From an optimization exercise on the open Yosys and OpenROAD flow, aimed at a short achievable clock period and few clock cycles; shortcuts taken in it are not production practice. At most, simulation tests tie the RTL to the original design; equivalence was not proved. The RTL of runs 3 to 6 was laid out without a check of its function. In every run shown here, the design's own scripts or RTL, not TritonCTS, make the clock network. The flow treats the clock pin as an ideal source. Dropping or thinning the clock tree relies on that and would not hold on a real chip. Power figures rest on the tool's default switching activity, not on a simulated workload.

File: flow/config.mk
export PLATFORM = sky130hd
export DESIGN_NAME = mem_readout_top_2
export DESIGN_NICKNAME = mem_readout_top_2
export VERILOG_FILES = /design/flow/design.v
export SDC_FILE = /design/flow/constraint.sdc
export NUM_CORES = 4
export LEC_CHECK = 0
export ABC_CLOCK_PERIOD_IN_PS = 1300
export CAP_MARGIN = 20
export CORE_AREA = 6 6 264 264
export DIE_AREA = 0 0 270 270
export PLACE_DENSITY = 0.6
export SETUP_SLACK_MARGIN = 1.8
export SLEW_MARGIN = 20
File: flow/constraint.sdc
create_clock -name core_clock -period 3.0 [get_ports {clk}]
set_input_delay 0.6000 -clock core_clock [delete_from_list [all_inputs] [get_ports {clk}]]
set_output_delay 0.6000 -clock core_clock [all_outputs]
set_load 0.01 [all_outputs]
File: flow/design.v
`timescale 1ns / 1ps
module mem_readout_top_2(
    input clk,
    input reset,
    input wire [2:0] BX,
    input [6:0] clk_cnt,
    input [2:0] BX_pipe,
    input [5:0] number_in1,
    output [5:0] read_add1,
    input [43:0] input_L1L2_1,
    input [5:0] number_in2,
    output [5:0] read_add2,
    input [43:0] input_L1L2_2,
    input [5:0] number_in3,
    output [5:0] read_add3,
    input [43:0] input_L1L2_3,
    input [5:0] number_in4,
    output [5:0] read_add4,
    input [43:0] input_L1L2_4,
    input [5:0] number_in5,
    output [5:0] read_add5,
    input [43:0] input_L3L4_1,
    input [5:0] number_in6,
    output [5:0] read_add6,
    input [43:0] input_L3L4_2,
    input [5:0] number_in7,
    output [5:0] read_add7,
    input [43:0] input_L3L4_3,
    input [5:0] number_in8,
    output [5:0] read_add8,
    input [43:0] input_L3L4_4,
    input [5:0] number_in9,
    output [5:0] read_add9,
    input [43:0] input_L5L6_1,
    input [5:0] number_in10,
    output [5:0] read_add10,
    input [43:0] input_L5L6_2,
    input [5:0] number_in11,
    output [5:0] read_add11,
    input [43:0] input_L5L6_3,
    input [5:0] number_in12,
    output [5:0] read_add12,
    input [43:0] input_L5L6_4,
    output reg [47:0] mem_dat_stream,
    output reg valid,
    output reg send_BX,
    output reg none
);
wire [5:0] num [0:11];
assign num[0] = number_in1;   assign num[1] = number_in2;
assign num[2] = number_in3;   assign num[3] = number_in4;
assign num[4] = number_in5;   assign num[5] = number_in6;
assign num[6] = number_in7;   assign num[7] = number_in8;
assign num[8] = number_in9;   assign num[9] = number_in10;
assign num[10] = number_in11; assign num[11] = number_in12;
wire [43:0] dat [0:11];
assign dat[0] = input_L1L2_1;  assign dat[1] = input_L1L2_2;
assign dat[2] = input_L1L2_3;  assign dat[3] = input_L1L2_4;
assign dat[4] = input_L3L4_1;  assign dat[5] = input_L3L4_2;
assign dat[6] = input_L3L4_3;  assign dat[7] = input_L3L4_4;
assign dat[8] = input_L5L6_1;  assign dat[9] = input_L5L6_2;
assign dat[10] = input_L5L6_3; assign dat[11] = input_L5L6_4;
reg [5:0] addr [0:11];           
assign read_add1 = addr[0];   assign read_add2 = addr[1];
assign read_add3 = addr[2];   assign read_add4 = addr[3];
assign read_add5 = addr[4];   assign read_add6 = addr[5];
assign read_add7 = addr[6];   assign read_add8 = addr[7];
assign read_add9 = addr[8];   assign read_add10 = addr[9];
assign read_add11 = addr[10]; assign read_add12 = addr[11];
function [11:0] lowest;
    input [11:0] m;
    integer j;
    reg seen;
    begin
        seen = 1'b0;
        for (j = 0; j < 12; j = j + 1) begin
            lowest[j] = m[j] & ~seen;
            seen = seen | m[j];
        end
    end
endfunction
function [3:0] code;
    input [11:0] s;
    integer j;
    begin
        code = 4'd0;
        for (j = 0; j < 12; j = j + 1)
            code = code | ({4{s[j]}} & (j[3:0] + 4'd1));
    end
endfunction
reg [11:0] ne;                   
reg [11:0] one, two;             
reg [5:0]  nm2 [0:11];           
integer n;
always @(posedge clk) begin
    for (n = 0; n < 12; n = n + 1) begin
        ne[n]  <= |num[n];
        one[n] <= (num[n] == 6'd1);
        two[n] <= (num[n] == 6'd2);
        nm2[n] <= num[n] - 6'd2;
    end
end
reg        first, second;
reg [11:0] act;
reg [11:0] last;                 
reg [11:0] succ [0:11];
wire [11:0] fst = lowest(ne);
wire [11:0] leave = act & last;
integer i, j;
reg [11:0] act_nxt;
always @(*) begin
    for (j = 0; j < 12; j = j + 1) begin
        act_nxt[j] = act[j] & ~last[j];
        for (i = 0; i < j; i = i + 1)
            act_nxt[j] = act_nxt[j] | (leave[i] & succ[i][j]);
    end
end
reg [11:0] succ_nxt [0:11];
reg        seen;
always @(*) begin
    for (i = 0; i < 12; i = i + 1) begin
        seen = 1'b0;
        for (j = 0; j < 12; j = j + 1) begin
            succ_nxt[i][j] = (j > i) & ne[j] & ~seen;
            if (j > i) seen = seen | ne[j];
        end
    end
end
always @(posedge clk) begin
    first  <= reset;
    second <= ~reset & first;
    if (first)
        act <= fst;
    else
        act <= act_nxt;
    for (n = 0; n < 12; n = n + 1) begin
        succ[n] <= succ_nxt[n];
        if (first)
            last[n] <= one[n] | two[n];
        else if (act[n])
            last[n] <= (addr[n] == nm2[n]);
        else if (second)
            last[n] <= one[n];
        if (reset)
            addr[n] <= 6'd0;
        else if (first)
            addr[n] <= 6'd1;
        else if (act[n])
            addr[n] <= addr[n] + 6'd1;
        else if (second)
            addr[n] <= 6'd0;
    end
end
reg [11:0] sel;                  
reg [3:0]  sel_code;             
reg [2:0]  hdr_bx;               
reg        dvalid;               
reg [43:0] mux;
integer k;
always @(*) begin
    mux = 44'd0;
    for (k = 0; k < 12; k = k + 1)
        mux = mux | ({44{sel[k]}} & dat[k]);
end
always @(posedge clk) begin
    sel      <= reset ? 12'd0 : first ? fst : act;
    sel_code <= reset ? 4'hF : first ? code(fst) : code(act);
    hdr_bx   <= reset ? BX : 3'd0;
    dvalid   <= ~reset & (first ? |ne : |act & ~(second & |(act & one)));
    mem_dat_stream <= {sel_code, mux[43:41] | hdr_bx, mux[40:0]};
    valid   <= ~reset & dvalid;
    send_BX <= ~reset & first;
    none    <= ~reset & (first ? ~|ne : ~|act);
end
endmodule
File: flow/flow/run.sh
#!/bin/bash
# Standard ORFS layout with two changes: the ports get plain buffers that
# the resizer may size freely (instead of delay cells of a fixed footprint),
# and the clock tree is built by flow/mytree.tcl, hooked in before ORFS's CTS
# step. Tool output goes to standard.log.
bash standard.sh PRE_CTS_TCL="$PWD/flow/pre_cts.tcl" \
  BUFFER_PORTS_ARGS="-buffer_cell sky130_fd_sc_hd__buf_4" \
  MATCH_CELL_FOOTPRINT=0 finish > standard.log 2>&1
File: flow/flow/mytree.tcl
# Two-level clock tree: the clock port drives NROOT root buffers, each root
# drives the leaf buffers of its part of the die, each leaf a cluster of
# nearby flip-flops. Sinks are split into equal clusters by k-means.
proc mt_env {name default} {
  if {[info exists ::env($name)] && $::env($name) ne ""} { return $::env($name) }
  return $default
}
set mt_nroot [mt_env MT_NROOT 4]
set mt_nleaf [mt_env MT_NLEAF 12]
set mt_buf   [mt_env MT_BUF sky130_fd_sc_hd__clkbuf_16]
set mt_rbuf  [mt_env MT_RBUF sky130_fd_sc_hd__clkbuf_16]

set block [ord::get_db_block]
set db [ord::get_db]
set clk_port [$block findBTerm clk]
set clk_net [$clk_port getNet]
set bmaster [$db findMaster $mt_buf]
set rmaster [$db findMaster $mt_rbuf]

set sinks {}
foreach it [$clk_net getITerms] {
  set inst [$it getInst]
  set box [$inst getBBox]
  set x [expr {([$box xMin] + [$box xMax]) / 2.0}]
  set y [expr {([$box yMin] + [$box yMax]) / 2.0}]
  lappend sinks [list $it $x $y]
}
set n [llength $sinks]
puts "mytree: $n sinks, $mt_nroot roots, $mt_nleaf leaves"

# balanced k-means: assign points to centers with a capacity limit
proc mt_kmeans {pts k iters} {
  set n [llength $pts]
  set cap [expr {int(ceil(double($n) / $k))}]
  # initial centers: sort by angle around the centroid
  set cx 0; set cy 0
  foreach p $pts { set cx [expr {$cx + [lindex $p 1]}]; set cy [expr {$cy + [lindex $p 2]}] }
  set cx [expr {$cx / $n}]; set cy [expr {$cy / $n}]
  set ang {}
  set i 0
  foreach p $pts { lappend ang [list $i [expr {atan2([lindex $p 2]-$cy, [lindex $p 1]-$cx)}]]; incr i }
  set ang [lsort -real -index 1 $ang]
  set centers {}
  for {set c 0} {$c < $k} {incr c} {
    set sx 0; set sy 0; set m 0
    for {set j [expr {$c * $n / $k}]} {$j < ($c + 1) * $n / $k} {incr j} {
      set p [lindex $pts [lindex $ang $j 0]]
      set sx [expr {$sx + [lindex $p 1]}]; set sy [expr {$sy + [lindex $p 2]}]; incr m
    }
    lappend centers [list [expr {$sx / $m}] [expr {$sy / $m}]]
  }
  for {set it 0} {$it < $iters} {incr it} {
    # all (point, center) distances, greedy by distance with capacity
    set pairs {}
    set i 0
    foreach p $pts {
      set c 0
      foreach ctr $centers {
        lappend pairs [list $i $c [expr {abs([lindex $p 1]-[lindex $ctr 0]) + abs([lindex $p 2]-[lindex $ctr 1])}]]
        incr c
      }
      incr i
    }
    set pairs [lsort -real -index 2 $pairs]
    set assign [lrepeat $n -1]
    set count [lrepeat $k 0]
    foreach pr $pairs {
      lassign $pr i c d
      if {[lindex $assign $i] >= 0} continue
      if {[lindex $count $c] >= $cap} continue
      lset assign $i $c
      lset count $c [expr {[lindex $count $c] + 1}]
    }
    set sums {}
    for {set c 0} {$c < $k} {incr c} { lappend sums [list 0 0 0] }
    set i 0
    foreach p $pts {
      set c [lindex $assign $i]
      lassign [lindex $sums $c] sx sy m
      lset sums $c [list [expr {$sx + [lindex $p 1]}] [expr {$sy + [lindex $p 2]}] [expr {$m + 1}]]
      incr i
    }
    set centers {}
    foreach s $sums {
      lassign $s sx sy m
      if {$m == 0} { set m 1 }
      lappend centers [list [expr {$sx / $m}] [expr {$sy / $m}]]
    }
  }
  return [list $assign $centers]
}

lassign [mt_kmeans $sinks $mt_nleaf 12] assign lcenters
set lpts {}
set c 0
foreach ctr $lcenters { lappend lpts [list $c [lindex $ctr 0] [lindex $ctr 1]]; incr c }
lassign [mt_kmeans $lpts $mt_nroot 12] rassign rcenters

proc mt_place {inst x y} {
  set m [$inst getMaster]
  set w [$m getWidth]; set h [$m getHeight]
  $inst setLocation [expr {int($x - $w / 2)}] [expr {int($y - $h / 2)}]
  $inst setPlacementStatus PLACED
}

# root buffers on the clock port's net
set rnets {}
for {set r 0} {$r < $mt_nroot} {incr r} {
  set inst [odb::dbInst_create $block $rmaster "mt_root_$r"]
  mt_place $inst [lindex $rcenters $r 0] [lindex $rcenters $r 1]
  set net [odb::dbNet_create $block "mt_rootnet_$r"]
  $net setSigType CLOCK
  [$inst findITerm A] connect $clk_net
  [$inst findITerm X] connect $net
  lappend rnets $net
}
set lnets {}
for {set l 0} {$l < $mt_nleaf} {incr l} {
  set inst [odb::dbInst_create $block $bmaster "mt_leaf_$l"]
  mt_place $inst [lindex $lcenters $l 0] [lindex $lcenters $l 1]
  set net [odb::dbNet_create $block "mt_leafnet_$l"]
  $net setSigType CLOCK
  [$inst findITerm A] connect [lindex $rnets [lindex $rassign $l]]
  [$inst findITerm X] connect $net
  lappend lnets $net
}
set i 0
foreach s $sinks {
  set it [lindex $s 0]
  $it disconnect
  $it connect [lindex $lnets [lindex $assign $i]]
  incr i
}
$clk_net setSigType CLOCK
puts "mytree: done"
File: flow/flow/pre_cts.tcl
# Replaces ORFS's clock tree synthesis with the two-level tree of mytree.tcl:
# clock port -> 4 root buffers -> 24 leaf buffers -> flip-flops.
set ::env(MT_NROOT) 4
set ::env(MT_NLEAF) 24
source [file join [file dirname [info script]] mytree.tcl]
proc clock_tree_synthesis {args} {
  puts "clock_tree_synthesis skipped: the tree was built by mytree.tcl"
}
set_propagated_clock [all_clocks]
File: flow/standard.sh
#!/bin/bash
# synth_recipe.tcl (not shown) runs the flow's synth.tcl, then flattens the netlist and writes it again
# the make line also repeats each setting of config.mk as NAME=value (left out here)
make -C /OpenROAD-flow-scripts/flow DESIGN_CONFIG=/design/flow/config.mk WORK_HOME=/design/flow/orfs CLKGATE_MAP_FILE= SYNTH_SCRIPT=/design/flow/synth_recipe.tcl "${@:-finish}"
==> impl_metrics.json, run 1 <==
{
  "yosysSeqAreaShare_pct": 44.8,
  "syn-mean-instance-area_um2": 9.35,
  "postSynthNetCount": 2301,
  "cap_violations": 0,
  "design.die.area_mm2": 0.0729,
  "synth-async-reset-ratio_pct": 0,
  "cellLeakagePower_nw": 12.6,
  "clkTransAtPathRegs_ns": 0.06,
  "synthesis.area_mm2": 0.0155,
  "via_count_of_the_first_global_routing_pass": 19034,
  "grt_usage_pct": 32.4,
  "place_hpwl_um": 93900,
  "worst_slew_pin_slew_ns": 0.604,
  "synth-edff-count": 12,
  "critPathRequiredTime_ns": 3.27,
  "grt_first_pass_wirelength_um": 166000,
  "post_route_cells_drive_above_1_share_pct": 61.8,
  "timing_max_transition_violations_final": 0,
  "arrival_ns": 1.85,
  "power_density_mw_per_mm2": 373,
  "setup.worst_path.end_class": "flop",
  "crit_path_max_fanout": 7,
  "grt_antenna_before_repair": 116,
  "postSynthRegisterBits": 342,
  "post_synthesis_cells": 1662,
  "setup.worst_path.class": "flop to flop",
  "irDropWorstVdd_mv": 0.288,
  "slew_headroom_pct": 59.2,
  "status": "timing/DRC/antenna clean",
  "synth_warnings": 5,
  "fmax_mhz": 633,
  "synthDistinctLibCells": 61,
  "routed_wire_length_per_instance_um": 36.3,
  "period_share_pct": 52.6,
  "place.gp.congestion": 0.969,
  "die_h_um": 270,
  "final_nets": 3253,
  "buffer_ports.inserted": 727,
  "place_worst_setup_slack_ns": 0.976,
  "layout_min_cycle_time_ns": 1.58,
  "worstSkewPairLatency_ns": 0.37,
  "synthFlopType": "dfxtp_1",
  "drt_first_pass_iters": 8,
  "dr.first_iter.drc_count": 1677,
  "area_growth_syn_to_layout_pct": 89.3,
  "min_path_type": "flop to flop",
  "ant_nets": 0,
  "worstSetupStartpointType": "flop",
  "rsz0062_at_grt": "true",
  "core_area_mm2": 0.0657,
  "grt_start_max_net_pins": 27,
  "drt_drc_violations_left": 0,
  "finalWorstSetupSlack_ns": 1.42,
  "placement_rows": 94,
  "tns_ns": 0,
  "initial_utilization_pct": 23.6,
  "cts-hold-fix-buffers": 0,
  "finalSetupViolCount": 0,
  "vias_per_cell": 5.39,
  "vias": 19033,
  "overflow": 0,
  "i_o_pin_count": 738,
  "finalHoldViolCount": 0,
  "drt-total-wl_um": 128000,
  "design_power_total_w": 0.0110,
  "die_x_um": 270,
  "finClkSkew_ns": 0.0367
}
## placed cells by master, fill, tap and decap left out, types with 51 or more instances in the layout
cell and n:
a221oi_2 119, buf_4 771, nor2_1 71, buf_6 176, xor2_1 56, diode_2 56
dfxtp_1 172, a22o_1 114, buf_12 51, nand2_1 67, nand3_1 87, dfxtp_2 56
dfxtp_4 102, inv_1 55
## final timing paths
path,slack [ns],from,cells after the start,to
min,0.35,sel_code[3],0,mem_dat_stream[47]
max,1.42,act[2],4,none
min reg2reg,0.35,sel_code[3],0,mem_dat_stream[47]
max reg2reg,1.42,act[2],4,none
## cell type report
| cell class | count | area [um^2] |
|---|---|---|
| Multi-Input combinational cell | 1141 | 10200 |
| Antenna cell | 56 | 140 |
| Timing Repair inverter | 2 | 25.0 |
| Tap cell | 864 | 1080 |
| Inverter | 56 | 223 |
| Timing Repair Buffer | 1043 | 9650 |
| Fill cell | 6196 | 36300 |
| Sequential cell | 342 | 7420 |
| Buffer | 28 | 701 |
## power by group
part	internal [W]	switching (W)
clock	0.00166	0.00162
combinational	0.00142	0.00127
sequential	0.00476	0.000225
total	0.00784	0.00312
## sequential cells by signal, indices dropped and copies added, names as in the netlist, 3 cells and up
signal / cells
nm2: 72
last: 12
mem_dat_stream: 48
one: 12
succ: 66
addr: 72
hdr_bx: 3
sel_code: 4
two: 12
sel: 12
ne: 12
act: 12
## cell usage after synthesis (7+ instances only)
master    number  area, um^2
a221oi_1     132        1160
nor2b_1       47         294
a311oi_1      27         236
xnor2_1       53         464
inv_1         55         206
or2_2         13        81.3
a31oi_1        7        43.8
o22ai_1        9        56.3
dfxtp_1      330        6610
o41ai_1        9        78.8
a22o_1       130        1140
nor3b_1       16         120
nand2b_1       7        43.8
nand2_1       85         319
o21ai_0       47         235
a32oi_1       16         140
a41oi_1       25         219
nand4_1       10        62.6
or3_1         21         131
buf_2         16        80.1
a21oi_1       70         350
nor3_1        35         175
nand3_1       96         480
and3_1        23         144
ha_1          24         300
nor2_1        95         357
clkbuf_1     106         398
edfxtp_1      12         360
xor2_1        56         490
nand3b_1      24         180
and2_1         8        50.1
## stage by stage
step,area (um^2),util [%],cells,hold slack (ns)
floorplan,16800,-,1662,0.310
global placement,22900,34.8,3156,0.328
detailed placement,22900,34.8,3156,0.322
CTS,27700,42.1,3412,0.346
global route,29400,44.7,3514,0.353
finish,29400,44.7,3532,0.351
## cells by family after synthesis
logic type / Yosys count / share of synthesized area [%]
AOI/OAI and AO/OA: 498 / 25.1
xor gates and xnor gates: 109 / 6.14
adders and majority gates: 24 / 1.93
buffers and inverters: 182 / 4.57
DFF: 342 / 44.8
and+or+nand+nor: 507 / 17.4
## metal layers
metal / vias up / share of wire, % / global-route usage, %
met5: - / 0.24 / 0
met4: 50 / 5.5 / 14.6
met3: 340 / 13 / 16.5
met2: 1087 / 47 / 54.0
met1: 9268 / 34 / 34.2
li1: 8288 / - / -
## repair_timing
action	in CTS	in global routing
gates cloned	19	3
gates resized for setup	562	233
setup endpoints to repair	331	322
setup buffers	209	61
pin swaps	105	115
## worst max-delay path: stages, from the launching register on
cell and delay [ns]:
dfxtp_4 0.38, or4_4 0.56, nor4_4 0.29, a41o_1 0.15
and2b_1 0.12
Testbench counts, summed over its fixed seeds: cycles 29,813.
==> run 2: changes to the inputs <==
--- a/flow/config.mk
+++ b/flow/config.mk
@@ -10,5 +10,5 @@
 export CORE_AREA = 6 6 264 264
 export DIE_AREA = 0 0 270 270
 export PLACE_DENSITY = 0.6
-export SETUP_SLACK_MARGIN = 1.8
+export SETUP_SLACK_MARGIN = 1.6
 export SLEW_MARGIN = 20
==> run 2 against run 1 <==
  * Still clean on timing, DRC and antenna
  * Sequential cell count is the same
  * Register-to-register slack lost 0.03 ns
  * Wire length shrank 4.1%
  * Critical path type unchanged
  * Largest power group unchanged
==> impl_metrics.json, run 2 <==
{
  "status": "timing/DRC/antenna clean",
  "die_x_um": 270,
  "grt_start_max_net_pins": 30,
  "power.internal_w": 0.00766,
  "synthDistinctLibCells": 61,
  "irDropWorstVdd_mv": 0.415,
  "area_growth_syn_to_layout_pct": 72.8,
  "grt_first_pass_wirelength_um": 159000,
  "place_worst_setup_slack_ns": 0.929,
  "core_area_mm2": 0.0657,
  "critPathRequiredTime_ns": 3.28,
  "p_comb_share_pct": 22.3,
  "finalHoldViolCount": 0,
  "postSynthRegisterBits": 342,
  "total_switching_power_w": 0.00300,
  "finClkSkew_ns": 0.0600,
  "cp_top_family": "simple AND/OR/NAND/NOR gates",
  "netlist.top_cell.by_area": "dfxtp_1",
  "crit_path_max_fanout": 5,
  "synth_top_area_share_pct": 42.5,
  "final_cell_mix": "buf_4 (773), dfxtp_1 (173), buf_6 (140), a22o_1 (122), dfxtp_4 (93)",
  "placement_rows": 94,
  "ant_nets": 0,
  "synth_warnings": 5,
  "syn-mean-instance-area_um2": 9.35,
  "period_share_pct": 53.6,
  "vias_per_cell": 5.40,
  "place.gp.congestion": 0.991,
  "i_o_pin_count": 738,
  "routed_wire_length_per_instance_um": 35.7,
  "ys_top_cells_by_count": "dfxtp_1 (330), a221oi_1 (132), a22o_1 (130)",
  "design_area_mm2": 0.0268,
  "critical_path_buf_inv_count": 1,
  "die_h_um": 270,
  "synth_compound_area_share_pct": 25.1,
  "dr.first_iter.drc_count": 1576,
  "synth-edff-count": 12,
  "synth.mux.area_fraction_pct": 0,
  "overflow": 0,
  "grt_usage_pct": 30.8,
  "synthesis.area_mm2": 0.0155,
  "power_density_mw_per_mm2": 397,
  "synthesized_area_fraction_occupied_by_and_or_nand_nor_cells_pct": 17.4,
  "setup.worst_path.class": "flop to flop",
  "tns_ns": 0,
  "dominant_combinational_cell_family_by_area_after_synthesis": "compound AO/OA/AOI/OAI gates",
  "synthFlopType": "dfxtp_1",
  "via_count_of_the_first_global_routing_pass": 18598,
  "finalWorstSetupSlack_ns": 1.39,
  "layout_min_cycle_time_ns": 1.61,
  "top_signal_layer_used": "met5",
  "top_regs": "addr (72), nm2 (72), succ (66)",
  "most_frequent_standard_cell_in_the_layout_excluding_fill_and_tap_cells": "buf_4",
  "post-synth-top-count-cell": "dfxtp_1",
  "cap_violations": 0,
  "cellLeakagePower_nw": 11.5,
  "rsz0062_at_grt": "true",
  "drt-total-wl_um": 123000,
  "worst_slew_pin_slew_ns": 0.779,
  "vias": 18660,
  "synthAdderAreaFrac_pct": 1.93,
  "initial_utilization_pct": 23.6,
  "timing_max_transition_violations_final": 0,
  "cts-hold-fix-buffers": 0,
  "critical-path-max-stage-delay_ns": 0.55,
  "drt_first_pass_iters": 5,
  "slew_headroom_pct": 48.0,
  "min_path_type": "flop to flop",
  "post_layout_nonfiller_instances": 3453,
  "grt_antenna_before_repair": 111,
  "setup.worst_path.end_class": "flop",
  "arrival_ns": 1.89,
  "place_hpwl_um": 93800,
  "cp_cell_sequence": "buf_12 > or4_4 > nor4_4 > a41o_1 > and2b_1",
  "post_route_cells_drive_above_1_share_pct": 53.0,
  "worstSetupStartpointType": "flop",
  "buffer_ports.inserted": 727,
  "postSynthNetCount": 2301,
  "yosys-top-cells-area": "dfxtp_1 (43%), a221oi_1 (7.4%), a22o_1 (7.3%), xor2_1 (3.2%), nand3_1 (3.1%)",
  "power.share.switching_pct": 28.2,
  "yosysSeqAreaShare_pct": 44.8,
  "final_nets": 3177,
  "met3_wirelength_um": 16800,
  "synth-async-reset-ratio_pct": 0,
  "numPlacedInstances": 3169,
  "share_seq_of_total_power_pct": 46.6,
  "power.share.clock_pct": 31.1,
  "place_area_mm2": 0.0220,
  "fmax_mhz": 622,
  "worstSkewPairLatency_ns": 0.39,
  "drt_drc_violations_left": 0,
  "route.layer.met1.wl_um": 43000,
  "design.die.area_mm2": 0.0729,
  "finalSetupViolCount": 0,
  "dr_wl_met2_um": 56300,
  "yosys.area_share.xor_xnor_pct": 6.14,
  "clkTransAtPathRegs_ns": 0.07,
  "critPathSlowestCell": "or4_4",
  "post_synthesis_cells": 1662
}
## run 2: cell types whose count changed in the layout (fill, tap and decap cells not counted), moves of 25 or more
cell	previous run	this run
buf_12	51	20
a221oi_2	119	59
o21ai_0	11	44
a221oi_1	2	70
o21ai_1	27	2
buf_6	176	140
## run 2: layout make-up
class | instances | area, um^2
multi-input combinational | 1139 | 8870
buffer | 28 | 701
sequential | 342 | 7400
timing repair buffer | 971 | 8440
inverter | 56 | 223
tap | 864 | 1080
fill | 6505 | 38900
antenna | 53 | 133
## run 2: path summary, 6_finish.rpt
kind	from	endpoint	slack (ns)	cells after the start
worst max-delay path	act[3]	none	1.39	5
worst min-delay path	sel_code[0]	mem_dat_stream[44]	0.33	0
worst max register to register	act[3]	none	1.39	5
worst min register to register	sel_code[0]	mem_dat_stream[44]	0.33	0
## run 2: kinds of logic (layout without fill, tap and decap cells)
kind of cell    Yosys count  in the layout
simple gates            507            508
compound gates          498            498
flops                   342            342
buf+inv                 182           1055
xor+xnor                109            109
fa+ha+maj                24             24
other cells               0             53
## run 2: power by group through the flow
stage / Sequential, W / Clock (W) / Combinational, W
2_1_floorplan: 0.00505 / 0 / 0.000606
3_3_place_gp: 0.00515 / 0 / 0.00183
3_5_place_dp: 0.00515 / 0 / 0.00185
4_1_cts: 0.00497 / 0.00336 / 0.00219
5_1_grt: 0.00499 / 0.00352 / 0.00250
6_report: 0.00497 / 0.00332 / 0.00237
## run 2: what timing repair did
| item | CTS | global route |
|---|---|---|
| endpoints found under the hold margin | 0 | 0 |
| setup buffers | 152 | 42 |
| resized for setup | 460 | 166 |
| gates cloned | 2 | 7 |
| pin swaps | 33 | 57 |
| endpoints found under the setup margin | 308 | 251 |
## run 2: through the flow
step           hold slack [ns]  power [W]  util, %
6_report                 0.329     0.0107     40.8
3_3_place_gp             0.319    0.00698     33.4
5_1_grt                  0.333     0.0110     40.8
4_1_cts                  0.329     0.0105     38.6
3_5_place_dp             0.315    0.00700     33.4
2_1_floorplan            0.310    0.00566        -
## run 2: metal layers
layer	track usage [%]	up-vias
li1	-	8115
met1	32.6	9116
met2	49.1	1064
met3	17.7	299
met4	15.3	66
met5	0	-
==> run 3: changes to the inputs <==
--- a/flow/design.v
+++ b/flow/design.v
@@ -67,18 +67,6 @@
 assign read_add7 = addr[6];   assign read_add8 = addr[7];
 assign read_add9 = addr[8];   assign read_add10 = addr[9];
 assign read_add11 = addr[10]; assign read_add12 = addr[11];
-function [11:0] lowest;
-    input [11:0] m;
-    integer j;
-    reg seen;
-    begin
-        seen = 1'b0;
-        for (j = 0; j < 12; j = j + 1) begin
-            lowest[j] = m[j] & ~seen;
-            seen = seen | m[j];
-        end
-    end
-endfunction
 function [3:0] code;
     input [11:0] s;
     integer j;
@@ -89,8 +77,16 @@
     end
 endfunction
 reg [11:0] ne;                   
+reg [12:0] none_before;          
 reg [11:0] one, two;             
 reg [5:0]  nm2 [0:11];           
+reg [12:0] nb_in;                
+integer m;
+always @(*) begin
+    nb_in[0] = 1'b1;
+    for (m = 0; m < 12; m = m + 1)
+        nb_in[m+1] = nb_in[m] & ~|num[m];
+end
 integer n;
 always @(posedge clk) begin
     for (n = 0; n < 12; n = n + 1) begin
@@ -99,18 +95,21 @@
         two[n] <= (num[n] == 6'd2);
         nm2[n] <= num[n] - 6'd2;
     end
+    none_before <= nb_in;
 end
-reg        first, second;
+reg        first;                
+reg        ghost;                
 reg [11:0] act;
 reg [11:0] last;                 
 reg [11:0] succ [0:11];
-wire [11:0] fst = lowest(ne);
-wire [11:0] leave = act & last;
+wire [11:0] fst = ne & none_before[11:0];   
+wire [11:0] cur = first ? fst : act;        
+wire [11:0] leave = act & (last | {12{ghost}});
 integer i, j;
 reg [11:0] act_nxt;
 always @(*) begin
     for (j = 0; j < 12; j = j + 1) begin
-        act_nxt[j] = act[j] & ~last[j];
+        act_nxt[j] = act[j] & ~last[j] & ~ghost;
         for (i = 0; i < j; i = i + 1)
             act_nxt[j] = act_nxt[j] | (leave[i] & succ[i][j]);
     end
@@ -127,34 +126,33 @@
     end
 end
 always @(posedge clk) begin
-    first  <= reset;
-    second <= ~reset & first;
-    if (first)
-        act <= fst;
-    else
-        act <= act_nxt;
+    if (reset) begin
+        first <= 1'b1;
+        ghost <= 1'b0;
+    end else begin
+        act   <= first ? fst : act_nxt;
+        first <= 1'b0;
+        ghost <= first & |(fst & one);
+    end
     for (n = 0; n < 12; n = n + 1) begin
         succ[n] <= succ_nxt[n];
         if (first)
-            last[n] <= one[n] | two[n];
+            last[n] <= one[n] | (fst[n] & two[n]);
         else if (act[n])
             last[n] <= (addr[n] == nm2[n]);
-        else if (second)
-            last[n] <= one[n];
         if (reset)
             addr[n] <= 6'd0;
         else if (first)
-            addr[n] <= 6'd1;
+            addr[n] <= {5'd0, fst[n]};
         else if (act[n])
             addr[n] <= addr[n] + 6'd1;
-        else if (second)
-            addr[n] <= 6'd0;
     end
 end
 reg [11:0] sel;                  
 reg [3:0]  sel_code;             
 reg [2:0]  hdr_bx;               
 reg        dvalid;               
+reg        hdr;                  
 reg [43:0] mux;
 integer k;
 always @(*) begin
@@ -163,13 +161,14 @@
         mux = mux | ({44{sel[k]}} & dat[k]);
 end
 always @(posedge clk) begin
-    sel      <= reset ? 12'd0 : first ? fst : act;
-    sel_code <= reset ? 4'hF : first ? code(fst) : code(act);
+    sel      <= reset ? 12'd0 : cur;
+    sel_code <= reset ? 4'hF : code(cur);
     hdr_bx   <= reset ? BX : 3'd0;
-    dvalid   <= ~reset & (first ? |ne : |act & ~(second & |(act & one)));
+    hdr      <= reset;
+    dvalid   <= ~reset & (first ? ~none_before[12] : ~ghost & |act);
     mem_dat_stream <= {sel_code, mux[43:41] | hdr_bx, mux[40:0]};
     valid   <= ~reset & dvalid;
-    send_BX <= ~reset & first;
-    none    <= ~reset & (first ? ~|ne : ~|act);
+    send_BX <= ~reset & hdr;
+    none    <= ~reset & (first ? none_before[12] : ~|act);
 end
 endmodule
==> run 3 against run 2 <==
  * Power up 5.1%
  * Wire length fell by 5.8%
  * Largest power group unchanged
  * First-iteration DRC count shrank 23%
  * Synthesized area decreased by 1.3%
  * Highest routed layer unchanged
  * Sequential cell count grew 13
  * Critical path type is now primary input to flop
==> impl_metrics.json, run 3 <==
{
  "finalHoldViolCount": 0,
  "cellLeakagePower_nw": 11.4,
  "via_count_of_the_first_global_routing_pass": 17853,
  "period_share_pct": 67.0,
  "yosysSeqAreaShare_pct": 47.9,
  "clkTransAtPathRegs_ns": 0.07,
  "netlist.top_cell.by_area": "dfxtp_1",
  "power_density_mw_per_mm2": 415,
  "synthesis.area_mm2": 0.0153,
  "synth_top_area_share_pct": 43.2,
  "crit_path_max_fanout": 6,
  "synth-async-reset-ratio_pct": 0,
  "fmax_mhz": 498,
  "drt_first_pass_iters": 7,
  "post-synth-top-count-cell": "dfxtp_1",
  "area_growth_syn_to_layout_pct": 76.1,
  "cts-hold-fix-buffers": 0,
  "vias": 17566,
  "final_nets": 3108,
  "min_path_type": "flop to flop",
  "worstSetupStartpointType": "primary input",
  "place.gp.congestion": 0.986,
  "finClkSkew_ns": 0.0391,
  "slew_headroom_pct": 56.9,
  "core_area_mm2": 0.0657,
  "vias_per_cell": 5.20,
  "postSynthNetCount": 2205,
  "dr.first_iter.drc_count": 1212,
  "tns_ns": 0,
  "synthFlopType": "dfxtp_1",
  "initial_utilization_pct": 23.3,
  "status": "timing/DRC/antenna clean",
  "ys_top_cells_by_count": "dfxtp_1 (331), a221oi_1 (141), a22o_1 (129)",
  "yosys-top-cells-area": "dfxtp_1 (43%), a221oi_1 (8.1%), a22o_1 (7.4%), xnor2_1 (5.2%), edfxtp_1 (4.7%)",
  "die_h_um": 270,
  "timing_max_transition_violations_final": 0,
  "i_o_pin_count": 738,
  "fillCellCount": 6383,
  "finalSetupViolCount": 0,
  "drt_drc_violations_left": 0,
  "irDropWorstVdd_mv": 0.282,
  "grt_first_pass_wirelength_um": 151000,
  "synth_warnings": 5,
  "ant_nets": 0,
  "worst_slew_pin_slew_ns": 0.646,
  "grt_antenna_before_repair": 83,
  "overflow": 0,
  "arrival_ns": 2.26,
  "cap_violations": 0,
  "layout_min_cycle_time_ns": 2.01,
  "design.die.area_mm2": 0.0729,
  "syn-mean-instance-area_um2": 9.79,
  "post_synthesis_cells": 1566,
  "placement_rows": 94,
  "setup.worst_path.class": "primary input to flop",
  "die_x_um": 270,
  "routed_wire_length_per_instance_um": 34.4,
  "rsz0062_at_grt": "true",
  "post_route_cells_drive_above_1_share_pct": 55.0,
  "buffer_ports.inserted": 727,
  "drt-total-wl_um": 116000,
  "final_cell_mix": "buf_4 (771), dfxtp_1 (194), buf_6 (143), a22o_1 (122), nor2_1 (93)",
  "fin_hold_ws_ns": 0.341,
  "postSynthRegisterBits": 355,
  "place_hpwl_um": 88700,
  "critPathRequiredTime_ns": 3.25,
  "top_regs": "addr (72), nm2 (72), succ (66)",
  "synth-edff-count": 24,
  "synthDistinctLibCells": 55,
  "setup.worst_path.end_class": "flop",
  "grt_start_max_net_pins": 41,
  "grt_usage_pct": 29.1,
  "most_frequent_standard_cell_in_the_layout_excluding_fill_and_tap_cells": "buf_4",
  "worstSkewPairLatency_ns": 0.37
}
==> run 3: changes by cell type in the layout (fill, tap and decap cells not counted), sizes merged, moves of 24 or more <==
cell / delta
nand4: +30
o21ai: -34
nand3b: -24
a21oi: -32
nor2: +32
nor2b: -34
a41oi: -26
xnor2: +38
a311oi: -26
==> run 3: cell type report <==
| type | count | area [um^2] | area share [%] |
|---|---|---|---|
| antenna | 45 | 113 | 0.417 |
| buffer | 28 | 701 | 2.60 |
| inverter | 55 | 214 | 0.793 |
| multi-input combinational | 1052 | 8580 | 31.8 |
| sequential | 355 | 7710 | 28.6 |
| tap | 864 | 1080 | 4.01 |
| timing repair buffer | 977 | 8590 | 31.8 |
==> run 3: path summary, 6_finish.rpt <==
path	slack (ns)	startpoint	endpoint	depth (start not counted)
max	0.99	number_in1[0]	none_before[11]	6
min	0.34	sel_code[3]	mem_dat_stream[47]	0
max reg2reg	1.36	ghost	act[6]	6
min reg2reg	0.34	sel_code[3]	mem_dat_stream[47]	0
==> run 3: per-layer routing <==
metal	global-route usage (%)	part of all wire, %	vias up
met2	48.7	47	896
met4	10.2	4.1	44
met3	15.3	13	228
li1	-	-	7723
met1	31.5	35	8675
met5	0	0.26	-
==> run 3: logic make-up after synthesis <==
kind of cell,Yosys count,share of synthesized area (%)
buf+inv,162,3.99
compound gates,407,21.3
simple gates,450,15.1
mux,12,0.784
xor+xnor,156,8.91
fa+ha+maj,24,1.96
flops,355,47.9
==> run 3: timing repair <==
action	CTS	global route
resized for setup	465	159
gates cloned	6	12
buffers inserted	165	34
endpoints found under the setup margin	314	254
pin swaps	49	79
endpoints found under the hold margin	0	0
==> run 3: metrics by stage <==
stage	util [%]	instances	cell area (um^2)	power, W	setup slack [ns]
final	41.0	3376	27000	0.0112	0.991
after global routing	41.0	3359	26900	0.0116	0.862
after CTS	38.9	3285	25600	0.0110	1.04
after detailed placement	33.3	3086	21900	0.00735	0.632
after global placement	33.3	3086	21900	0.00734	0.665
after floorplan	-	1566	15500	0.00594	0.914
==> run 3: worst max-delay path, cell delays in order <==
cell,delay (ns)
buf_6,0.09
or4_4,0.57
nor4_4,0.37
nand4_4,0.26
buf_4,0.22
nor4_2,0.14
==> run 3: power by group <==
part / switching, W / internal, W / total (W)
sequential: 0.000190 / 0.00497 / 0.00516
combinational: 0.00126 / 0.00138 / 0.00264
clock: 0.00174 / 0.00166 / 0.00341
==> run 4: changes to the inputs <==
--- a/flow/config.mk
+++ b/flow/config.mk
@@ -10,5 +10,5 @@
 export CORE_AREA = 6 6 264 264
 export DIE_AREA = 0 0 270 270
 export PLACE_DENSITY = 0.6
-export SETUP_SLACK_MARGIN = 1.6
+export SETUP_SLACK_MARGIN = 1.8
 export SLEW_MARGIN = 20
==> run 4 against run 3 <==
  * Still clean
  * Synthesized cell count unchanged
  * Fmax down 2.1%
  * Register-to-register slack gained 0.05 ns
  * Sequential power hardly changed
  * Die area is the same
  * Synthesized area unchanged
  * Critical path depth unchanged
  * First-iteration DRC count up 29%
  * Final area rose by 11%
  * Clock skew grew 0.025 ns
  * Global-route usage increased by 3.5 points
  * Utilization rose by 4.7 points
  * Critical path type unchanged
  * Critical endpoint unchanged
  * Highest routed layer unchanged
==> impl_metrics.json, run 4 <==
{
  "design.die.area_mm2": 0.0729,
  "vias": 18605,
  "via_count_of_the_first_global_routing_pass": 19177,
  "final_nets": 3211,
  "overflow": 0,
  "rsz0062_at_grt": "true",
  "finalSetupViolCount": 0,
  "setup.worst_path.class": "primary input to flop",
  "synth_warnings": 5,
  "core_area_mm2": 0.0657,
  "die_x_um": 270,
  "place.gp.congestion": 0.958,
  "placement_rows": 94,
  "min_path_type": "flop to flop",
  "netlist.top_cell.by_area": "dfxtp_1",
  "holdPathEnd": "mem_dat_stream[44]",
  "worstSetupStartpointType": "primary input",
  "dr.first_iter.drc_count": 1564,
  "synth-async-reset-ratio_pct": 0,
  "post_route_cells_drive_above_1_share_pct": 64.6,
  "finalHoldViolCount": 0,
  "synthesis.area_mm2": 0.0153,
  "timing.hold.worst_path_depth": 0,
  "final_cell_mix": "buf_4 (759), buf_6 (199), dfxtp_1 (184), a221oi_2 (123), a22o_1 (116)",
  "post_synthesis_cells": 1566,
  "worst_slew_pin_slew_ns": 0.766,
  "grt_usage_pct": 32.6,
  "worstHoldStart": "sel_code[0]",
  "place_area_mm2": 0.0227,
  "die_h_um": 270,
  "fmax_mhz": 487,
  "power_density_mw_per_mm2": 390,
  "vias_per_cell": 5.34,
  "critPathRequiredTime_ns": 3.22,
  "routed_wire_length_per_instance_um": 37.0,
  "synthFlopType": "dfxtp_1",
  "area_growth_syn_to_layout_pct": 96.3,
  "dr_wl_met2_um": 59100,
  "status": "timing/DRC/antenna clean",
  "route.layer.met1.wl_um": 45400,
  "top_signal_layer_used": "met5",
  "tns_ns": 0,
  "irDropWorstVdd_mv": 0.342,
  "design_area_mm2": 0.0301,
  "buffer_ports.inserted": 727,
  "layout_min_cycle_time_ns": 2.05,
  "cap_violations": 0,
  "syn-mean-instance-area_um2": 9.79,
  "most_frequent_standard_cell_in_the_layout_excluding_fill_and_tap_cells": "buf_4",
  "met3_wirelength_um": 16500,
  "drt-total-wl_um": 129000,
  "clkTransAtPathRegs_ns": 0.07,
  "place_hpwl_um": 88800,
  "period_share_pct": 68.4,
  "reg2reg_slack_ns": 1.41,
  "ant_nets": 0,
  "post-synth-top-count-cell": "dfxtp_1",
  "r2r.worst_path.cells": 5,
  "postSynthNetCount": 2205,
  "grt_antenna_before_repair": 91,
  "synth_top_area_share_pct": 43.2,
  "postSynthRegisterBits": 355,
  "synth-edff-count": 24,
  "cts-hold-fix-buffers": 0,
  "slew_headroom_pct": 49.0,
  "yosys-top-cells-area": "dfxtp_1 (43%), a221oi_1 (8.1%), a22o_1 (7.4%), xnor2_1 (5.2%), edfxtp_1 (4.7%)",
  "grt_first_pass_wirelength_um": 167000,
  "worst_r2r_endpoint": "act[10]",
  "drt_first_pass_iters": 7,
  "top_regs": "addr (72), nm2 (72), succ (66)",
  "r2r_start": "ghost",
  "grt_start_max_net_pins": 32,
  "yosysSeqAreaShare_pct": 47.9,
  "finClkSkew_ns": 0.0641,
  "worstSkewPairLatency_ns": 0.39,
  "crit_path_max_fanout": 6,
  "drt_drc_violations_left": 0,
  "arrival_ns": 2.27,
  "setup.worst_path.end_class": "flop",
  "initial_utilization_pct": 23.3,
  "timing_max_transition_violations_final": 0,
  "ys_top_cells_by_count": "dfxtp_1 (331), a221oi_1 (141), a22o_1 (129)",
  "cellLeakagePower_nw": 12.5,
  "i_o_pin_count": 738,
  "synthDistinctLibCells": 55
}
-- run 4: routing by layer --
layer	track usage (%)	vias to the layer above
li1	-	7930
met1	35.5	9092
met2	53.2	1183
met3	16.6	358
met4	14.7	42
met5	0	-
-- run 4: critical path: stages --
cell     delay (ns)
buf_6          0.11
or4_4          0.53
nor4_4         0.29
buf_6          0.17
nand4_4        0.20
nor4_2         0.37
-- run 4: logic make-up after synthesis --
kind of cell / Yosys count / share of synthesized area (%)
buf+inv: 162 / 3.99
flops: 355 / 47.9
simple gates: 450 / 15.1
mux: 12 / 0.784
xor+xnor: 156 / 8.91
compound gates: 407 / 21.3
fa+ha+maj: 24 / 1.96
-- run 4: worst max path at each step --
stage	from	to	slack, ns	depth (start not counted)
3_5_place_dp	number_in1[2]	none_before[12]	0.40	5
5_1_grt	number_in2[0]	none_before[11]	0.91	6
4_1_cts	number_in2[0]	none_before[12]	1.04	6
6_report	number_in2[4]	none_before[11]	0.95	6
2_1_floorplan	number_in12[3]	none_before[12]	0.91	4
3_3_place_gp	number_in1[2]	none_before[12]	0.43	5
-- run 4: layout make-up --
class	instances	area [um^2]
antenna	51	128
timing repair buffer	1080	10400
buffer	28	701
multi-input combinational	1052	9850
fill	6046	35700
inverter	55	218
sequential	355	7730
tap	864	1080
-- run 4: stage by stage --
step	hold WS, ns	utilization (%)	setup WS (ns)	cells	power, W
after CTS	0.329	43.6	1.04	3384	0.0116
after detailed placement	0.315	34.5	0.401	3067	0.00748
after global placement	0.319	34.5	0.427	3067	0.00746
after global routing	0.329	45.7	0.911	3465	0.0121
after floorplan	0.310	-	0.914	1566	0.00609
final	0.327	45.8	0.948	3485	0.0117
-- run 4: where the power goes --
group	internal [W]	total [W]	switching (W)	leakage, nW
Clock	0.00166	0.00340	0.00174	0.345
Combinational	0.00167	0.00318	0.00151	9.16
Sequential	0.00497	0.00516	0.000189	3.03
-- run 4: timing repair --
item                                    CTS  global route
gates cloned                             33             4
pin swaps                               132            81
buffers inserted                        256            46
resized for setup                       633           177
endpoints found under the setup margin  357           352
==> run 5: changes to the inputs <==
--- a/flow/design.v
+++ b/flow/design.v
@@ -67,6 +67,18 @@
 assign read_add7 = addr[6];   assign read_add8 = addr[7];
 assign read_add9 = addr[8];   assign read_add10 = addr[9];
 assign read_add11 = addr[10]; assign read_add12 = addr[11];
+function [11:0] lowest;
+    input [11:0] m;
+    integer j;
+    reg seen;
+    begin
+        seen = 1'b0;
+        for (j = 0; j < 12; j = j + 1) begin
+            lowest[j] = m[j] & ~seen;
+            seen = seen | m[j];
+        end
+    end
+endfunction
 function [3:0] code;
     input [11:0] s;
     integer j;
@@ -77,33 +89,14 @@
     end
 endfunction
 reg [11:0] ne;                   
-reg [12:0] none_before;          
-reg [11:0] one, two;             
-reg [5:0]  nm2 [0:11];           
-reg [12:0] nb_in;                
-integer m;
-always @(*) begin
-    nb_in[0] = 1'b1;
-    for (m = 0; m < 12; m = m + 1)
-        nb_in[m+1] = nb_in[m] & ~|num[m];
-end
-integer n;
-always @(posedge clk) begin
-    for (n = 0; n < 12; n = n + 1) begin
-        ne[n]  <= |num[n];
-        one[n] <= (num[n] == 6'd1);
-        two[n] <= (num[n] == 6'd2);
-        nm2[n] <= num[n] - 6'd2;
-    end
-    none_before <= nb_in;
-end
 reg        first;                
 reg        ghost;                
 reg [11:0] act;
 reg [11:0] last;                 
+reg [5:0]  nm2 [0:11];           
 reg [11:0] succ [0:11];
-wire [11:0] fst = ne & none_before[11:0];   
-wire [11:0] cur = first ? fst : act;        
+wire [11:0] fst = lowest(ne);    
+wire [11:0] cur = first ? fst : act;    
 wire [11:0] leave = act & (last | {12{ghost}});
 integer i, j;
 reg [11:0] act_nxt;
@@ -125,6 +118,7 @@
         end
     end
 end
+integer n;
 always @(posedge clk) begin
     if (reset) begin
         first <= 1'b1;
@@ -132,20 +126,23 @@
     end else begin
         act   <= first ? fst : act_nxt;
         first <= 1'b0;
-        ghost <= first & |(fst & one);
+        ghost <= first & |(fst & last);
     end
     for (n = 0; n < 12; n = n + 1) begin
         succ[n] <= succ_nxt[n];
-        if (first)
-            last[n] <= one[n] | (fst[n] & two[n]);
-        else if (act[n])
+        if (reset) begin
+            ne[n]   <= |num[n];
+            nm2[n]  <= num[n] - 6'd2;
+            addr[n] <= 6'd0;
+            last[n] <= (num[n] == 6'd1);
+        end else if (first) begin
+            addr[n] <= {5'd0, fst[n]};
+            if (fst[n])
+                last[n] <= last[n] | (nm2[n] == 6'd0);
+        end else if (act[n]) begin
+            addr[n] <= addr[n] + 6'd1;
             last[n] <= (addr[n] == nm2[n]);
-        if (reset)
-            addr[n] <= 6'd0;
-        else if (first)
-            addr[n] <= {5'd0, fst[n]};
-        else if (act[n])
-            addr[n] <= addr[n] + 6'd1;
+        end
     end
 end
 reg [11:0] sel;                  
@@ -165,10 +162,10 @@
     sel_code <= reset ? 4'hF : code(cur);
     hdr_bx   <= reset ? BX : 3'd0;
     hdr      <= reset;
-    dvalid   <= ~reset & (first ? ~none_before[12] : ~ghost & |act);
+    dvalid   <= ~reset & (first ? |ne : ~ghost & |act);
     mem_dat_stream <= {sel_code, mux[43:41] | hdr_bx, mux[40:0]};
     valid   <= ~reset & dvalid;
     send_BX <= ~reset & hdr;
-    none    <= ~reset & (first ? none_before[12] : ~|act);
+    none    <= ~reset & (first ? ~|ne : ~|act);
 end
 endmodule
==> run 5 against run 4 <==
  * Power decreased by 0.40%
  * Sequential share of layout area increased by 0.36 points
  * First-iteration DRC count decreased by 22%
  * Register-to-register slack got worse by 0.14 ns
  * Critical endpoint is now last[6]
  * Largest cell class unchanged
==> impl_metrics.json, run 5 <==
{
  "status": "timing/DRC/antenna clean",
  "design_power_total_w": 0.0117,
  "critical-path-max-stage-delay_ns": 0.51,
  "synth-async-reset-ratio_pct": 0,
  "drt-total-wl_um": 127000,
  "post_synthesis_cells": 1526,
  "finalHoldViolCount": 0,
  "buffer_ports.inserted": 727,
  "synthFlopType": "dfxtp_1",
  "post_layout_nonfiller_instances": 3448,
  "slew_headroom_pct": 68.1,
  "die_x_um": 270,
  "clkTransAtPathRegs_ns": 0.07,
  "yosys-top-cells-area": "dfxtp_1 (27%), edfxtp_1 (21%), a221oi_1 (8.0%), a22o_1 (7.7%), xor2_1 (5.3%)",
  "core_area_mm2": 0.0657,
  "syn-mean-instance-area_um2": 10.1,
  "fmax_mhz": 579,
  "numPlacedInstances": 3044,
  "placement_rows": 94,
  "netlist.top_cell.by_area": "dfxtp_1",
  "post_route_cells_drive_above_1_share_pct": 65.0,
  "period_share_pct": 57.6,
  "worstSkewPairLatency_ns": 0.35,
  "ant_nets": 0,
  "tns_ns": 0,
  "postSynthNetCount": 2165,
  "rsz0062_at_grt": "true",
  "setup.worst_path.class": "flop to flop",
  "design.die.area_mm2": 0.0729,
  "ys_top_cells_by_count": "dfxtp_1 (211), a221oi_1 (141), a22o_1 (135)",
  "synth-edff-count": 108,
  "worst_slew_pin_slew_ns": 0.478,
  "cts-hold-fix-buffers": 0,
  "postSynthRegisterBits": 319,
  "power_density_mw_per_mm2": 390,
  "grt_antenna_before_repair": 96,
  "synthDistinctLibCells": 64,
  "crit_path_frequent_cell": "buf_4",
  "final_nets": 3175,
  "grt_start_max_net_pins": 52,
  "die_h_um": 270,
  "critPathSlowestCell": "edfxtp_1",
  "finalWorstSetupSlack_ns": 1.27,
  "drt_first_pass_iters": 7,
  "grt_usage_pct": 32.5,
  "vias_per_cell": 5.34,
  "synthesis.area_mm2": 0.0154,
  "routed_wire_length_per_instance_um": 36.9,
  "yosysSeqAreaShare_pct": 48.3,
  "via_count_of_the_first_global_routing_pass": 19135,
  "cellLeakagePower_nw": 12.6,
  "cp_cell_sequence": "nor4_4 > buf_4 > buf_12 > a311oi_4 > buf_4 > inv_2",
  "final_cell_mix": "buf_4 (773), buf_6 (205), a221oi_2 (130), a22o_1 (113), edfxtp_1 (108)",
  "setup.worst_path.end_class": "flop",
  "cap_violations": 0,
  "grt_first_pass_wirelength_um": 166000,
  "overflow": 0,
  "finClkSkew_ns": 0.0394,
  "min_path_type": "flop to flop",
  "top_regs": "addr (72), nm2 (72), succ (66)",
  "initial_utilization_pct": 23.5,
  "synth_top_area_share_pct": 27.3,
  "place.gp.congestion": 1.02,
  "vias": 18410,
  "critical_path_buf_inv_count": 4,
  "cp_top_family": "buffers and inverters",
  "irDropWorstVdd_mv": 0.333,
  "place_hpwl_um": 91300,
  "dr.first_iter.drc_count": 1227,
  "arrival_ns": 1.79,
  "synth_warnings": 5,
  "drt_drc_violations_left": 0,
  "post-synth-top-count-cell": "dfxtp_1",
  "i_o_pin_count": 738,
  "timing_max_transition_violations_final": 0,
  "crit_path_max_fanout": 7,
  "layout_min_cycle_time_ns": 1.73,
  "most_frequent_standard_cell_in_the_layout_excluding_fill_and_tap_cells": "buf_4",
  "worstSetupStartpointType": "flop",
  "place_worst_setup_slack_ns": 0.668,
  "critPathRequiredTime_ns": 3.06,
  "fin_hold_ws_ns": 0.358,
  "finalSetupViolCount": 0,
  "area_growth_syn_to_layout_pct": 94.1
}
## run 5: timing repair
item	CTS	global route
resized for setup	626	161
hold endpoints to repair	0	0
pin swaps	127	86
cloned	24	2
buffers inserted	269	31
setup endpoints to repair	443	349
## run 5: where the power goes
part,switching (W),total [W],internal (W)
Combinational,0.00167,0.00342,0.00175
Clock,0.00159,0.00325,0.00166
Sequential,0.000255,0.00502,0.00477
## run 5: per-stage QoR
step | cell area, um^2 | utilization, %
6_report | 30000 | 45.6
5_1_grt | 29900 | 45.5
4_1_cts | 28900 | 44.0
3_5_place_dp | 23100 | 35.2
3_3_place_gp | 23100 | 35.2
2_1_floorplan | 17000 | -
## run 5: final timing paths
path | from | to | slack (ns) | cells past startpoint
hold / removal | sel_code[1] | mem_dat_stream[45] | 0.36 | 0
setup reg to reg | ne[1] | last[6] | 1.27 | 6
hold reg to reg | sel_code[1] | mem_dat_stream[45] | 0.36 | 0
setup / recovery | ne[1] | last[6] | 1.27 | 6
## run 5: area by class of cell
| type | instances | area, um^2 |
|---|---|---|
| sequential | 319 | 7820 |
| fill | 6107 | 35800 |
| timing repair buffer | 1082 | 10200 |
| antenna | 50 | 125 |
| inverter | 53 | 235 |
| multi-input combinational | 1052 | 9870 |
| tap | 864 | 1080 |
| buffer | 28 | 701 |
## run 5: cell families (layout without fill, tap and decap cells)
kind of cell               Yosys count  count (layout)  share of synthesized area [%]
DFF                                319             319                           48.3
buffers and inverters              160            1163                           4.15
adders and majority gates           24              24                           1.94
xor gates and xnor gates           146             146                           8.28
muxes                               12              12                          0.778
AOI/OAI and AO/OA                  412             413                           21.7
and+or+nand+nor                    453             457                           14.9
other                                0              50                              0
## run 5: routing by layer
layer | up-vias | track usage, % | share of wire [%] | wire length, um
li1 | 7947 | - | - | -
met1 | 9017 | 34.8 | 35 | 44200
met2 | 1062 | 52.5 | 46 | 58700
met3 | 332 | 17.2 | 13 | 16200
met4 | 52 | 16.1 | 6.0 | 7590
met5 | - | 0 | 0.27 | 342
==> run 6: changes to the inputs <==
--- a/flow/config.mk
+++ b/flow/config.mk
@@ -10,5 +10,5 @@
 export CORE_AREA = 6 6 264 264
 export DIE_AREA = 0 0 270 270
 export PLACE_DENSITY = 0.6
-export SETUP_SLACK_MARGIN = 1.8
+export SETUP_SLACK_MARGIN = 1.6
 export SLEW_MARGIN = 20
==> run 6 against run 5 <==
  * Fmax down 1.1%
  * Final area down 3.7%
  * Critical path type unchanged
  * Wire length up 1.5%
  * Sequential power about the same
  * First-iteration DRC count up 20%
  * Via count up 1.8%
==> impl_metrics.json, run 6 <==
{
  "power_density_mw_per_mm2": 399,
  "arrival_ns": 1.80,
  "vias": 18733,
  "use_met1_pct": 34.3,
  "post_layout_nonfiller_instances": 3467,
  "most_frequent_standard_cell_in_the_layout_excluding_fill_and_tap_cells": "buf_4",
  "final_nets": 3171,
  "syn-mean-instance-area_um2": 10.1,
  "slew_headroom_pct": 44.7,
  "overflow": 0,
  "crit_path_max_fanout": 8,
  "cap_violations": 0,
  "grt_start_max_net_pins": 57,
  "drt-total-wl_um": 129000,
  "tns_ns": 0,
  "die_h_um": 270,
  "r2r_start": "ne[5]",
  "netlist.top_cell.by_area": "dfxtp_1",
  "setup.worst_path.end_class": "flop",
  "cellLeakagePower_nw": 12.3,
  "synthDistinctLibCells": 64,
  "synth-edff-count": 108,
  "grt_util_met2_pct": 54.4,
  "synth_top_area_share_pct": 27.3,
  "final_cell_mix": "buf_4 (823), buf_6 (189), a22o_1 (122), edfxtp_1 (108), xor2_1 (94)",
  "grt_usage_pct": 32.8,
  "routed_wire_length_per_instance_um": 37.2,
  "finalHoldViolCount": 0,
  "ant_nets": 0,
  "ys_top_cells_by_count": "dfxtp_1 (211), a221oi_1 (141), a22o_1 (135)",
  "post_synthesis_cells": 1526,
  "synth-async-reset-ratio_pct": 0,
  "share_seq_of_total_power_pct": 43.9,
  "timing_max_transition_violations_final": 0,
  "dr.first_iter.drc_count": 1471,
  "place_hpwl_um": 100000,
  "critPathRequiredTime_ns": 3.05,
  "drt_drc_violations_left": 0,
  "finalSetupViolCount": 0,
  "yosysSeqAreaShare_pct": 48.3,
  "r2r.worst_path.cells": 6,
  "grt.busiest_layer": "met2",
  "worstSetupStartpointType": "flop",
  "buffer_ports.inserted": 727,
  "core_area_mm2": 0.0657,
  "grt_first_pass_wirelength_um": 167000,
  "grt_antenna_before_repair": 130,
  "period_share_pct": 58.2,
  "postSynthRegisterBits": 319,
  "worstSkewPairLatency_ns": 0.37,
  "fillCellCount": 6290,
  "vias_per_cell": 5.40,
  "irDropWorstVdd_mv": 0.285,
  "design.die.area_mm2": 0.0729,
  "postSynthNetCount": 2165,
  "finClkSkew_ns": 0.0375,
  "synth_warnings": 5,
  "clkTransAtPathRegs_ns": 0.07,
  "i_o_pin_count": 738,
  "worst_r2r_endpoint": "last[9]",
  "synthesis.area_mm2": 0.0154,
  "rsz0062_at_grt": "true",
  "reg2reg_slack_ns": 1.25,
  "placement_rows": 94,
  "area_growth_syn_to_layout_pct": 86.9,
  "worstHoldStart": "sel_code[2]",
  "initial_utilization_pct": 23.5,
  "place.gp.congestion": 1.00,
  "endpoint": "last[9]",
  "worst_slew_pin_slew_ns": 0.829,
  "yosys-top-cells-area": "dfxtp_1 (27%), edfxtp_1 (21%), a221oi_1 (8.0%), a22o_1 (7.7%), xor2_1 (5.3%)",
  "status": "timing/DRC/antenna clean",
  "crit_start": "ne[5]",
  "top_regs": "addr (72), nm2 (72), succ (66)",
  "total_switching_power_w": 0.00346,
  "layout_min_cycle_time_ns": 1.75,
  "post_route_cells_drive_above_1_share_pct": 61.3,
  "p_comb_share_pct": 27.5,
  "post-synth-top-count-cell": "dfxtp_1",
  "setup.worst_path.class": "flop to flop",
  "power.share.switching_pct": 30.0,
  "via_count_of_the_first_global_routing_pass": 18909,
  "synthFlopType": "dfxtp_1",
  "fmax_mhz": 573,
  "min_path_type": "flop to flop",
  "fin_hold_ws_ns": 0.375,
  "die_x_um": 270,
  "numPlacedInstances": 3058,
  "power.share.clock_pct": 28.7,
  "power.internal_w": 0.00806,
  "grt.met3_usage_pct": 15.1,
  "drt_first_pass_iters": 5
}
[run 6: cell type report]
class | count | area, um^2 | share of cell area [%]
antenna | 73 | 183 | 0.633
multi-input combinational | 1048 | 9240 | 32.0
inverter | 53 | 219 | 0.758
tap | 864 | 1080 | 3.74
timing repair buffer | 1082 | 9610 | 33.3
buffer | 28 | 701 | 2.43
sequential | 319 | 7840 | 27.2
[run 6: worst min path at each step]
stage,to,slack [ns],cells past startpoint
CTS,mem_dat_stream[46],0.37,0
detailed placement,mem_dat_stream[46],0.37,0
floorplan,mem_dat_stream[44],0.31,0
global placement,mem_dat_stream[46],0.37,0
global route,mem_dat_stream[46],0.37,0
finish,mem_dat_stream[46],0.38,0
[run 6: power groups by stage]
| stage | clock network, W | registers [W] | logic, W |
|---|---|---|---|
| finish | 0.00330 | 0.00505 | 0.00316 |
| global route | 0.00350 | 0.00507 | 0.00331 |
| CTS | 0.00335 | 0.00504 | 0.00286 |
| detailed placement | 0 | 0.00522 | 0.00220 |
| global placement | 0 | 0.00522 | 0.00218 |
| floorplan | 0 | 0.00508 | 0.000795 |
[run 6: timing repair]
item / 4_1_cts / 5_1_grt
buffers inserted: 234 / 68
setup endpoints to repair: 372 / 261
pin swaps: 96 / 111
resized for setup: 585 / 230
gates cloned: 5 / 1
hold buffers: 0 / 0
[run 6: cells by family (layout without fill, tap and decap cells)]
kind of cell	count (synthesis)	in the layout	share of synthesized area [%]
multiplexers	12	12	0.778
XOR/XNOR	146	146	8.28
AND/OR/NAND/NOR	453	454	14.9
buffers and inverters	160	1163	4.15
adder cells (fa/ha/maj)	24	24	1.94
flip-flops	319	319	48.3
AO/OA/AOI/OAI	412	412	21.7
other	0	73	0
[run 6: through the flow]
| step | power [W] | worst slack, ns | area (um^2) | utilization (%) |
|---|---|---|---|---|
| after floorplan | 0.00587 | 1.29 | 15800 | - |
| after global placement | 0.00740 | 0.815 | 22200 | 33.8 |
| after detailed placement | 0.00742 | 0.805 | 22200 | 33.8 |
| after CTS | 0.0113 | 1.25 | 27100 | 41.2 |
| after global routing | 0.0119 | 1.24 | 28800 | 43.8 |
| final | 0.0115 | 1.25 | 28900 | 43.9 |
[run 6: routing by layer]
metal	vias to the layer above	part of all wire, %
li1	7952	-
met1	9173	33
met2	1218	48
met3	372	12
met4	18	6.5
met5	-	0.099
[run 6: critical path, cell delays in order, from the launching register on]
cell	delay [ns]
edfxtp_1	0.48
buf_6	0.18
nor4_4	0.26
buf_6	0.24
nand2_8	0.08
a2bb2oi_4	0.15
nand2_1	0.08

==> static timing again, ports no longer ideal <==
No port has a modelled driver above. Below, the same layouts with a new extraction and two added sets of constraints. Step 1 assumes that a clkbuf_16 drives the clock port and a buf_2 every other input. Step 2, shift: input delay + t, output delay - t, t = (earliest + latest rising clock arrival at the registers) / 2. This alone moves slack from input paths to output paths. Slacks: ideal / step 1 / step 2; pairs: ideal / step 1.
| run | t (ns) | setup WS [ns] | worst register clock-pin slew, ns |
|---|---|---|---|
| run 1 | 0.488 | 1.421 / 1.356 / 1.200 | 0.09 / 0.09 |
| run 2 | 0.482 | 1.392 / 1.355 / 1.157 | 0.09 / 0.09 |
| run 3 | 0.480 | 0.991 / 1.074 / 0.594 | 0.09 / 0.09 |
| run 4 | 0.486 | 0.948 / 1.041 / 0.555 | 0.10 / 0.10 |
| run 5 | 0.479 | 1.273 / 1.274 / 1.053 | 0.09 / 0.09 |
| run 6 | 0.484 | 1.253 / 1.253 / 1.071 | 0.09 / 0.09 |
After both steps setup and hold are still met in every run listed. The setup slack of run 3, which loses most, moves by +0.083 ns with the drivers and by -0.397 ns with both steps.
